Source: an optimization exercise on an open RTL-to-GDS flow (aim: small area). Production flows keep margins and buffers that such runs may drop. No functional check of the RTL was part of this run. Power is estimated from default activity; no workload was simulated.

==> flow/design.v <==
`timescale 1ns / 1ps
module clock_div(
    input clk,
    input rst,
    output reg new_clk,
    output tick
    );
    localparam define_speed = 26'd5000;
    reg [25:0] count;
    assign tick = (count == define_speed) && (new_clk == 1'b0);
    always @ (posedge(clk),posedge(rst))
    begin
        if (rst == 1'b1)
        begin 
            count <= 26'b0;   
            new_clk <= 1'b0;            
        end
        else if (count == define_speed)
        begin
            count <= 26'b0;
            new_clk <= ~new_clk;
        end
        else
        begin
            count <= count + 1'b1;
            new_clk <= new_clk;
        end
    end
endmodule
`timescale 1ns / 1ps
module debounceplz(
    input wire clk,
    input wire reset,
    input wire sw,
    output reg db
    );
    localparam [2:0]
        zero = 3'b000,
        wait1_1 = 3'b001,
        wait1_2 = 3'b010,
        wait1_3 = 3'b011,
        one = 3'b100,
        wait0_1 = 3'b101,
        wait0_2 = 3'b110,
        wait0_3 = 3'b111;
        localparam N=10;  
        reg[N-1:0] q_reg;
        wire [N-1:0] q_next;
        wire m_tick;
        reg [2:0] state_reg, state_next;
        always @(posedge clk, posedge reset)
            if (reset)
                q_reg <= 0;
            else
                q_reg <= q_next;
        assign q_next = q_reg + 1;
        assign m_tick = (q_reg==0) ? 1'b1 : 1'b0;
        always @(posedge clk, posedge reset)
            if (reset)
                state_reg <= zero;
            else
                state_reg <= state_next;
        always @*
            begin
                state_next = state_reg;  
                db = 1'b0;  
                case (state_reg)
                    zero:
                        if(sw)
                            state_next = wait1_1;
                    wait1_1:
                        if(~sw)
                            state_next = zero;
                        else
                            if(m_tick)
                                state_next = wait1_2;
                        wait1_2:
                            if(~sw)
                                state_next = zero;
                            else
                                if(m_tick)
                                    state_next = wait1_3;
                        wait1_3:
                            if(~sw)
                                state_next = zero;
                            else
                                if(m_tick)
                                    state_next = one;
                        one:
                            begin
                                db = 1'b1;
                                if(~sw)
                                    state_next = wait0_1;
                            end
                        wait0_1:
                            begin
                                db = 1'b1;
                                if(sw)
                                    state_next = one;
                                else
                                    if(m_tick)
                                        state_next = wait0_2;
                            end
                        wait0_2:
                            begin
                                db = 1'b1;
                                if(sw)
                                    state_next = one;
                                else
                                    if(m_tick)
                                        state_next = wait0_3;
                            end
                        wait0_3:
                            begin
                                db = 1'b1;
                                if(sw)
                                    state_next = one;
                                else
                                    if(m_tick)
                                        state_next = zero;
                            end
                        default: state_next = zero;
                    endcase
                end
endmodule
`timescale 1ns / 1ps
module pmod_step_driver(
    input clk,
    input rst,
    input limit,
    input tick,
    input dir,
    input en,
    output reg [3:0] signal,
    output [2:0] LEDz
    );
    localparam sig4 = 3'b001;
    localparam sig3 = 3'b011;
    localparam sig2 = 3'b010;
    localparam sig1 = 3'b110;
    localparam sig0 = 3'b000;
    reg [2:0] present_state, next_state;
    reg dirT;
    reg enT;
    reg dirQ;
    reg enQ;
    reg [1:0] LEDzr;
    assign LEDz = {1'b0, LEDzr};
    always @(posedge clk, posedge rst)
    begin
        if (rst == 1'b1)
            begin
            dirQ <= 1'b0;
            enQ <= 1'b0;
            dirT <= 1'b0;
            enT <= 1'b0;
            LEDzr <= 2'b00;
            end
        else
            begin
            dirQ <= dir;
            enQ <= en;
            if(dir == 1'b1 && dirQ == 1'b0 && dirT == 1'b0)
                begin
                dirT <= 1'b1;
                LEDzr[1] <= 1'b1;
                end
            else if(dir == 1'b1 && dirQ == 1'b0 && dirT == 1'b1)
                begin
                dirT <= 1'b0;
                LEDzr[1] <= 1'b0;
                end
            if(en == 1'b1 && enQ == 1'b0 && enT == 1'b0)
                begin
                enT <= 1'b1;
                LEDzr[0] <= 1'b1;
                end
            else if(en == 1'b1 && enQ == 1'b0 && enT == 1'b1)
                begin
                enT <= 1'b0;
                LEDzr[0] <= 1'b0;
                end
            end
    end
    always @(present_state, dirT, enT)
    begin
        case(present_state)
        sig4:
        begin
            if (dirT == 1'b0 && enT == 1'b1)
                next_state = sig3;
            else if (dirT == 1'b1 && enT == 1'b1)
                next_state = sig1;
            else 
                next_state = sig0;
         end
         sig3:
         begin
            if (dirT == 1'b0 && enT == 1'b1)
                next_state = sig2;
            else if (dirT == 1'b1 && enT == 1'b1)
                next_state = sig4;
            else
                next_state = sig0;
         end
         sig2:
         begin
            if (dirT == 1'b0 && enT == 1'b1)
                 next_state = sig1;
             else if (dirT == 1'b1 && enT == 1'b1)
                 next_state = sig3;
             else
                 next_state = sig0;
        end
        sig1:
        begin
            if (dirT == 1'b0 && enT == 1'b1)
               next_state = sig4;
            else if (dirT == 1'b1 && enT == 1'b1)
               next_state = sig2;
            else
               next_state = sig0;
        end
        sig0:
        begin
            if (enT == 1'b1)
                next_state = sig1;
            else
                next_state = sig0;
        end
        default:
            next_state = sig0;
        endcase
    end
    always @(posedge clk, posedge rst)
    begin
        if (rst == 1'b1)
            present_state <= sig0;
        else if (limit == 1'b1)
            present_state <= sig0;
        else if (tick == 1'b1)
            present_state <= next_state;
    end
    always @(posedge clk, posedge rst)
    begin
        if (rst == 1'b1)
            signal <= 4'b0000;
        else if (tick == 1'b1)
        begin
        if (present_state == sig4)
            begin
            signal <= 4'b1000;
            end
        else if (present_state == sig3)
            begin
            signal <= 4'b0100;
            end
        else if (present_state == sig2)
            begin
            signal <= 4'b0010;
            end
        else if (present_state == sig1)
            begin
            signal <= 4'b0001;
            end
        else 
            begin
            signal <= 4'b0000;
            end
        end
     end
endmodule
`timescale 1ns / 1ps
module pmod_second_driver(
    input clk,
    input rst,
    input limit,
    input tick,
    input dir,
    input en,
    output reg [3:0] signal,
    output [2:0] LED2z
    );
    localparam sig4 = 3'b001;
    localparam sig3 = 3'b011;
    localparam sig2 = 3'b010;
    localparam sig1 = 3'b110;
    localparam sig0 = 3'b000;
    reg [2:0] present_state, next_state;
    reg dirT;
    reg enT;
    reg dirQ;
    reg enQ;
    reg [1:0] LED2zr;
    assign LED2z = {1'b0, LED2zr};
    always @(posedge clk, posedge rst)
    begin
        if (rst == 1'b1)
            begin
            dirQ <= 1'b0;
            enQ <= 1'b0;
            dirT <= 1'b0;
            enT <= 1'b0;
            LED2zr <= 2'b00;
            end
        else
            begin
            dirQ <= dir;
            enQ <= en;
            if(dir == 1'b1 && dirQ == 1'b0 && dirT == 1'b0)
                begin
                dirT <= 1'b1;
                LED2zr[1] <= 1'b1;
                end
            else if(dir == 1'b1 && dirQ == 1'b0 && dirT == 1'b1)
                begin
                dirT <= 1'b0;
                LED2zr[1] <= 1'b0;
                end
            if(en == 1'b1 && enQ == 1'b0 && enT == 1'b0)
                begin
                enT <= 1'b1;
                LED2zr[0] <= 1'b1;
                end
            else if(en == 1'b1 && enQ == 1'b0 && enT == 1'b1)
                begin
                enT <= 1'b0;
                LED2zr[0] <= 1'b0;
                end
            end
    end
    always @(present_state, dirT, enT)
    begin
        case(present_state)
        sig4:
        begin
            if (dirT == 1'b0 && enT == 1'b1)
                next_state = sig3;
            else if (dirT == 1'b1 && enT == 1'b1)
                next_state = sig1;
            else 
                next_state = sig0;
         end
         sig3:
         begin
            if (dirT == 1'b0 && enT == 1'b1)
                next_state = sig2;
            else if (dirT == 1'b1 && enT == 1'b1)
                next_state = sig4;
            else
                next_state = sig0;
         end
         sig2:
         begin
            if (dirT == 1'b0 && enT == 1'b1)
                 next_state = sig1;
             else if (dirT == 1'b1 && enT == 1'b1)
                 next_state = sig3;
             else
                 next_state = sig0;
        end
        sig1:
        begin
            if (dirT == 1'b0 && enT == 1'b1)
               next_state = sig4;
            else if (dirT == 1'b1 && enT == 1'b1)
               next_state = sig2;
            else
               next_state = sig0;
        end
        sig0:
        begin
            if (enT == 1'b1)
                next_state = sig1;
            else
                next_state = sig0;
        end
        default:
            next_state = sig0;
        endcase
    end
    always @(posedge clk, posedge rst)
    begin
        if (rst == 1'b1)
            present_state <= sig0;
        else if (limit == 1'b1)
            present_state <= sig0;
        else if (tick == 1'b1)
            present_state <= next_state;
    end
    always @(posedge clk, posedge rst)
    begin
        if (rst == 1'b1)
            signal <= 4'b0000;
        else if (tick == 1'b1)
        begin
        if (present_state == sig4)
            begin
            signal <= 4'b1000;
            end
        else if (present_state == sig3)
            begin
            signal <= 4'b0100;
            end
        else if (present_state == sig2)
            begin
            signal <= 4'b0010;
            end
        else if (present_state == sig1)
            begin
            signal <= 4'b0001;
            end
        else 
            begin
            signal <= 4'b0000;
            end
        end
     end
endmodule
`timescale 1ns / 1ps
module pmod_step_interface(
    input clk,
    input rst,
    input [3:0] rf_input,
    input [1:0] limit_switches,
    output [3:0] signal_out,
    output [3:0] second_signal,
    output [5:0] LED
    );
    wire new_clk_net;
    wire step_tick;
    wire [3:0] rf_bounced;
    wire [1:0] limit_bounced;
    clock_div clock_Div(
        .clk(clk),
        .rst(rst),
        .new_clk(new_clk_net),
        .tick(step_tick)
        );
    debounceplz debounce_button0(
        .clk(clk),
        .reset(rst),
        .sw(rf_input[0]),
        .db(rf_bounced[0])
        );
    debounceplz debounce_button1(
        .clk(clk),
        .reset(rst),
        .sw(rf_input[1]),
        .db(rf_bounced[1])
        );
    debounceplz debounce_button2(
            .clk(clk),
            .reset(rst),
            .sw(rf_input[2]),
            .db(rf_bounced[2])
            );
    debounceplz debounce_button3(
            .clk(clk),
            .reset(rst),
            .sw(rf_input[3]),
            .db(rf_bounced[3])
            );
    pmod_step_driver control(
        .clk(clk),
        .rst(rst),
        .limit(limit_switches[0]),
        .tick(step_tick),
        .dir(rf_bounced[0]),
        .en(rf_bounced[1]),
        .signal(signal_out),
        .LEDz(LED[2:0])
        );
    pmod_second_driver second_control(
        .clk(clk),
        .rst(rst),
        .limit(limit_switches[1]),
        .tick(step_tick),
        .dir(rf_bounced[2]),
        .en(rf_bounced[3]),
        .signal(second_signal),
        .LED2z(LED[5:3])
        );
endmodule
==> flow/run.sh <==
#!/bin/bash
# synth_recipe.tcl (not shown) runs the flow's synth.tcl, then flattens the netlist and writes it again
# the make line also repeats each setting of config.mk as NAME=value (left out here)
make -C /OpenROAD-flow-scripts/flow DESIGN_CONFIG=/design/flow/config.mk WORK_HOME=/design/flow/orfs CLKGATE_MAP_FILE= SYNTH_SCRIPT=/design/flow/synth_recipe.tcl finish
==> flow/config.mk <==
export PLATFORM = sky130hd
export DESIGN_NAME = pmod_step_interface
export DESIGN_NICKNAME = pmod_step_interface
export VERILOG_FILES = /design/flow/design.v
export SDC_FILE = /design/flow/constraint.sdc
export NUM_CORES = 4
export LEC_CHECK = 0
export CAP_MARGIN = 20
export CORE_MARGIN = 2
export CORE_UTILIZATION = 40
export SLEW_MARGIN = 20
==> flow/constraint.sdc <==
create_clock -name core_clock -period 10.0 [get_ports {clk}]
set_input_delay 2.0000 -clock core_clock [delete_from_list [all_inputs] [get_ports {clk}]]
set_output_delay 2.0000 -clock core_clock [all_outputs]
set_load 0.01 [all_outputs]
==> results.tsv <==
metric	value	unit
first_pass_iters	17	
p_int	0.0007196	W
status	finished clean	
dieHeight	113.2	um
grt-ovfl-total	0	
ctsHoldBuffers	0	
hold_viol_final	0	
finalClockSkew	0.008965	ns
share_comb_of_total_power	6.2	%
drive_gt1_share	8.716	%
wl	7893	um
routabilityCongestion	0.7598	
cpMaxStageDelayCell	clkdlybuf4s50_1	
seq_power_share	48.1	%
grt_pass1_vias	3039	
drc	0	
crit_fanout	6	
crit_chain	clkdlybuf4s50_1	
synthMostInstantiatedCell	dfrtp_1	
min_period	3.397	ns
die_w	113.2	um
synth_top_area_cell	dfrtp_1	
rsz0062_at_grt	false	
slowest_delay	0.60	ns
largest_reg_flops	26	
initial_core_util	41.45	%
p_clk_share	45.7	%
synth_top_cell_area_share	52.95	%
ys_ff_latch	101	
ys_seq_area_share	52.95	%
io_pins	22	
cp_top_family	buffers and inverters	
ant_nets	0	
vias_per_cell	5.124	
swShare	20.96	%
leakagePower	2.380	nW
vias	2967	
drv_cap	0	
htreeDepth	3	
maxSlewViolCount	0	
worstPathRequired	8.00	ns
startpoint_type	flop	
clock_latency	0.34	ns
area_growth	14.02	%
syn_area	4773	um2
cts-root-buf	clkbuf_16	
arrival	1.40	ns
setup_viol	0	
critical_path_class	reg2out	
num_rows	39	
clk_pin_slew_worst_paths	0.07	ns
grt_start_max_net_pins	87	
path_buf_inv	1	
synthFlopType	dfrtp_1	
numClockSinks	101	
io_buffers	19	
yosys-top-cells-count	dfrtp_1, xnor2_1, nand3_1	
core-area	11520	um2
postLayoutSetupSlackWorst	6.603	ns
crit_path_end_kind	primary output	
synth.avg_cell_area	11.56	um2
place_hpwl	5392	um
synth_warnings	4	
post_cts.repair.setup_buffers	0	
first_iter_violations	112	
synth-edff-count	0	
wl_per_cell	13.63	um
grt_pass1_wl	14030	um
synthArstFlopShare	100.0	%
cts_max_path_buffers	2	
max_freq	294.4	MHz
cts_buffers	9	
die-area	12820	um2
synthTopCellsByArea	dfrtp_1, xnor2_1, nand3_1	
synthCells	413	
p_switching	0.0001908	W
synth_cell_types	46	
tightest_slew	0.7669	ns
diodes	0	
grt_usage	13.59	%
largest_register	clock_Div.count	
antenna_found_initial	0	
peakVddDrop	102.0	uV
final_nets	449	
cts_tree	yes	
ctsResizeCount	0	
hold_class	reg2reg	
powerDensity	167.3	nW/um2
max-slew-margin-rel	48.87	%
dp_worst_setup_slack	6.284	ns
finalSetupTns	0	ns
fin_crit_sh	33.97	%
## metal layers
layer | track usage, % | part of all wire, % | wire, um
met1 | 18.13 | 50 | 3921
met2 | 21.60 | 46 | 3608
met5 | 0 | 0 | 0
met4 | 4.959 | 1.3 | 101
met3 | 3.374 | 3.3 | 261
## cells in the final DEF (no fill, tap or decap), drive strengths merged, types with 4 or more instances in the layout
cell	count
nor3b	8
and3	9
dfrtp	101
nor2b	5
clkdlybuf4s50	19
a211oi	4
ha	10
xnor2	48
and3b	4
clkbuf	10
nor4	7
xor2	17
nand4	11
a21oi	10
bufinv	4
o21ai	5
nor4b	6
nand3	31
and4	6
nand3b	6
nor2	22
nand2	18
a21bo	4
nor3	10
inv	20
and4b	5
mux2	14
## per-stage QoR
stage | power [W] | hold WS, ns | instances | instance area [um2] | utilization, %
after global routing | 0.0009479 | 0.4527 | 579 | 5443 | 47.26
after global placement | 0.0005010 | 0.4124 | 563 | 5075 | 44.07
after detailed placement | 0.0005023 | 0.4231 | 563 | 5075 | 44.07
after floorplan | 0.0004829 | 0.4419 | 414 | 4777 | -
final | 0.0009103 | 0.4352 | 579 | 5443 | 47.26
after CTS | 0.0009249 | 0.4388 | 579 | 5439 | 47.23
## worst paths after layout
kind | from | endpoint | slack (ns) | cells after the start
max | control.dirT$_DFFE_PP0P_ | LED[1] | 6.60 | 1
min | debounce_button3.state_reg[2]$_DFFE_PP0P_ | second_control.enQ$_DFF_PP0_ | 0.44 | 0
max reg2reg | clock_Div.count[15]$_DFF_PP0_ | control.signal[3]$_DFFE_PP0P_ | 7.94 | 4
min reg2reg | debounce_button3.state_reg[2]$_DFFE_PP0P_ | second_control.enQ$_DFF_PP0_ | 0.44 | 0
max in group asynchronous | rst | second_control.signal[0]$_DFFE_PP0P_ | 7.07 | 3
min in group asynchronous | rst | debounce_button0.q_reg[7]$_DFF_PP0_ | 1.95 | 2
## power groups by stage
| stage | logic (W) | registers [W] | clock network (W) |
|---|---|---|---|
| finish | 0.0000563 | 0.000438 | 0.000416 |
| global route | 0.0000616 | 0.000440 | 0.000446 |
| CTS | 0.0000576 | 0.000438 | 0.000430 |
| detailed placement | 0.0000567 | 0.000446 | 0 |
| global placement | 0.0000560 | 0.000445 | 0 |
| floorplan | 0.0000430 | 0.000440 | 0 |
## final cells by class
cell class / instances / area [um2]
fill: 1077 / 6073
timing repair buffer: 20 / 201.4
clock inverter: 6 / 135.1
inverter: 20 / 77.57
multi-input combinational: 279 / 2093
tap: 143 / 178.9
sequential: 101 / 2527
clock buffer: 10 / 229.0
## kinds of logic (layout without fill, tap and decap cells)
group           after synthesis  after routing  share of synthesized area [%]
compound gates               25             25                          3.355
xor+xnor                     65             65                          11.93
simple gates                162            162                          22.28
flops                       101            101                          52.95
mux                          15             15                          3.512
fa+ha+maj                    10             10                          2.621
other cells                   1              2                        0.07856
buf+inv                      34             56                          3.277

separate check: timing with driven ports:
The flow's constraints put no driver on any port. The routed layout listed below was extracted and timed again, unchanged, in two steps. Step 1 (the two cells are an assumption about what drives the block):
set clk [get_ports {clk}]
set_driving_cell -lib_cell sky130_fd_sc_hd__clkbuf_16 $clk
set_driving_cell -lib_cell sky130_fd_sc_hd__buf_2 [delete_from_list [all_inputs] $clk]
Step 2 also shifts input and output timing later by t, the mid clock arrival at the registers, as if the neighbouring blocks saw the same clock. Slacks: no drivers / after step 1 / after step 2; pairs: no drivers / after step 1.
shift t [ns]: 0.374
setup slack, ns: 6.603 / 6.563 / 6.716
worst setup path after step 2: input, reset recovery
After both steps this run still meets setup and hold. For this run, drivers alone change the setup slack by -0.040 ns; drivers and shift together by +0.113 ns. The worst setup slack also covers recovery checks on asynchronous resets.
